Background: an optimization exercise with open tools, aiming at small area. Do not read the settings as production practice. The RTL was checked by simulation tests, not by an equivalence proof against the original design. Power and IR drop assume default switching activity.

Design p_1d, start of the top module:
module p_1d(
	input clk, input rst,
	input [0:7] a_11, input [0:7] b_11,
	input [0:7] a_12, input [0:7] b_12,
	input [0:7] a_21, input [0:7] b_21,
	input [0:7] a_22, input [0:7] b_22,
	output [0:16] c_11,
	output [0:16] c_12,
	output [0:16] c_21,
	output [0:16] c_22
	);
clock: 7.0 ns
lec_check: 0
cap_margin: 0
core_margin: 2
core_utilization: 70
cts_buf_list: sky130_fd_sc_hd__clkbuf_4 sky130_fd_sc_hd__clkbuf_8
cts_cluster_diameter: 100
cts_cluster_size: 30
gpl_timing_driven: 0
slew_margin: 0
synth_hierarchical: 1
standard.sh (not shown) runs the stock make flow with config.mk's settings and CLKGATE_MAP_FILE= SYNTH_SCRIPT=/design/flow/synth_recipe.tcl, a recipe that flattens the netlist after the stock synthesis.
==> flow/flow/run.sh <==
#!/bin/bash
# Own layout flow: the standard flow (standard.sh, unchanged synthesis)
# with smaller port buffers, a leaner clock tree (no dummy loads), the ABC
# buffers left to the resizer, and the delay cells kept out of the resizer's
# choices. The make output goes to flow_standard.log; ORFS keeps each step's
# own log under orfs/logs/.
set -euo pipefail
# appended to the platform's own DONT_USE_CELLS list by its config.mk
export DONT_USE_CELLS="sky130_fd_sc_hd__clkdlybuf4s15_1 sky130_fd_sc_hd__clkdlybuf4s15_2 sky130_fd_sc_hd__clkdlybuf4s18_1 sky130_fd_sc_hd__clkdlybuf4s18_2 sky130_fd_sc_hd__clkdlybuf4s25_1 sky130_fd_sc_hd__clkdlybuf4s25_2 sky130_fd_sc_hd__clkdlybuf4s50_1 sky130_fd_sc_hd__clkdlybuf4s50_2 sky130_fd_sc_hd__dlygate4sd1_1 sky130_fd_sc_hd__dlygate4sd2_1 sky130_fd_sc_hd__dlygate4sd3_1 sky130_fd_sc_hd__dlymetal6s2s_1 sky130_fd_sc_hd__dlymetal6s4s_1 sky130_fd_sc_hd__dlymetal6s6s_1"
bash standard.sh \
  "BUFFER_PORTS_ARGS=-buffer_cell sky130_fd_sc_hd__buf_1" \
  "CTS_ARGS=-sink_clustering_enable -repair_clock_nets -sink_clustering_size 30 -sink_clustering_max_diameter 100 -buf_list {sky130_fd_sc_hd__clkbuf_4 sky130_fd_sc_hd__clkbuf_8} -dont_use_dummy_load" \
  REMOVE_ABC_BUFFERS=1 MATCH_CELL_FOOTPRINT=0 \
  finish > flow_standard.log 2>&1
The baseline completed with no timing, DRC or antenna violations.
Then changed:
--- a/flow/flow/run.sh
+++ b/flow/flow/run.sh
@@ -11,4 +11,4 @@
   "BUFFER_PORTS_ARGS=-buffer_cell sky130_fd_sc_hd__buf_1" \
   "CTS_ARGS=-sink_clustering_enable -repair_clock_nets -sink_clustering_size 30 -sink_clustering_max_diameter 100 -buf_list {sky130_fd_sc_hd__clkbuf_4 sky130_fd_sc_hd__clkbuf_8} -dont_use_dummy_load" \
-  REMOVE_ABC_BUFFERS=1 MATCH_CELL_FOOTPRINT=0 \
+  REMOVE_ABC_BUFFERS=1 RECOVER_POWER=100 \
   finish > flow_standard.log 2>&1
Effect: Now the flow finished with capacitance limit, slew limit left. Wire length grows by 0.80%. Combinational power barely changes. Power falls by 0.32%. Maximum frequency goes down by about 0.65%. Worst hold slack gets better by 5.3 ps. Synthesized area does not change. Worst setup slack is worse by 44 ps. Via count hardly moves. Utilization is higher by 0.29 points. Die area is unchanged. Cell area increases by 0.39%.


p_1d, a different RTL version from the one above (not shown whole).
Size in the first run: roughly 1400 cells after synthesis, roughly 68 flip-flops, about 0.014 sq mm of cells after synthesis.
clock: 7.0 ns
lec_check: 0
cap_margin: 0
core_margin: 2
core_utilization: 70
cts_buf_list: sky130_fd_sc_hd__clkbuf_4 sky130_fd_sc_hd__clkbuf_8
cts_cluster_diameter: 100
cts_cluster_size: 30
gpl_timing_driven: 0
slew_margin: 0
synth_hierarchical: 1
==> flow/flow/run.sh <==
#!/bin/bash
# Own layout flow: the standard flow (standard.sh, unchanged synthesis)
# with smaller port buffers, a leaner clock tree (no dummy loads), the ABC
# buffers left to the resizer, and the delay cells kept out of the resizer's
# choices. The make output goes to flow_standard.log; ORFS keeps each step's
# own log under orfs/logs/.
set -euo pipefail
# appended to the platform's own DONT_USE_CELLS list by its config.mk
export DONT_USE_CELLS="sky130_fd_sc_hd__clkdlybuf4s15_1 sky130_fd_sc_hd__clkdlybuf4s15_2 sky130_fd_sc_hd__clkdlybuf4s18_1 sky130_fd_sc_hd__clkdlybuf4s18_2 sky130_fd_sc_hd__clkdlybuf4s25_1 sky130_fd_sc_hd__clkdlybuf4s25_2 sky130_fd_sc_hd__clkdlybuf4s50_1 sky130_fd_sc_hd__clkdlybuf4s50_2 sky130_fd_sc_hd__dlygate4sd1_1 sky130_fd_sc_hd__dlygate4sd2_1 sky130_fd_sc_hd__dlygate4sd3_1 sky130_fd_sc_hd__dlymetal6s2s_1 sky130_fd_sc_hd__dlymetal6s4s_1 sky130_fd_sc_hd__dlymetal6s6s_1"
bash standard.sh \
  "BUFFER_PORTS_ARGS=-buffer_cell sky130_fd_sc_hd__buf_1" \
  "CTS_ARGS=-sink_clustering_enable -repair_clock_nets -sink_clustering_size 30 -sink_clustering_max_diameter 100 -buf_list {sky130_fd_sc_hd__clkbuf_4 sky130_fd_sc_hd__clkbuf_8} -dont_use_dummy_load" \
  REMOVE_ABC_BUFFERS=1 MATCH_CELL_FOOTPRINT=0 \
  finish > flow_standard.log 2>&1
The baseline completed with no timing, DRC or antenna violations.
Next try:
--- a/flow/flow/run.sh
+++ b/flow/flow/run.sh
@@ -12 +12 @@
-  "CTS_ARGS=-sink_clustering_enable -repair_clock_nets -sink_clustering_size 30 -sink_clustering_max_diameter 100 -buf_list {sky130_fd_sc_hd__clkbuf_4 sky130_fd_sc_hd__clkbuf_8} -dont_use_dummy_load" \
+  "CTS_ARGS=-sink_clustering_enable -repair_clock_nets -sink_clustering_size 10 -sink_clustering_max_diameter 60 -buf_list {sky130_fd_sc_hd__clkbuf_4 sky130_fd_sc_hd__clkbuf_8} -dont_use_dummy_load" \
=> The changed run passed the timing, DRC and antenna checks. Clock-buffer cell count does not change. Worst setup slack is unchanged. Core utilization is unchanged. Wire length is unchanged.

-- separate check: timing with driven ports --
No port has a modelled driver above. Below, the same layouts with a new extraction and two added sets of constraints.
Step 1 assumes that a clkbuf_16 drives the clock port and a buf_2 every other input.
Step 2 moves the port delays by t, midway between the first and last clock arrival at a register: inputs arrive t later, outputs are due t later. That takes back most of the time a late clock gives input paths.
Slacks: no drivers / after step 1 / after step 2; pairs: no drivers / after step 1.
run	t (ns)	setup slack, ns	worst setup path at the end	cell pins on the clock port's net
the first run of note 1	0.412	0.222 / 0.227 / -0.186	input to register	1
the second run of note 1	0.410	0.178 / 0.192 / -0.218	input to register	1
the first run of note 2	0.418	0.215 / 0.234 / -0.185	input to register	1
the second run of note 2	0.418	0.215 / 0.234 / -0.185	input to register	1
The setup slack of the first run of note 1, which loses most, moves by +0.005 ns with the drivers and by -0.408 ns with both steps.
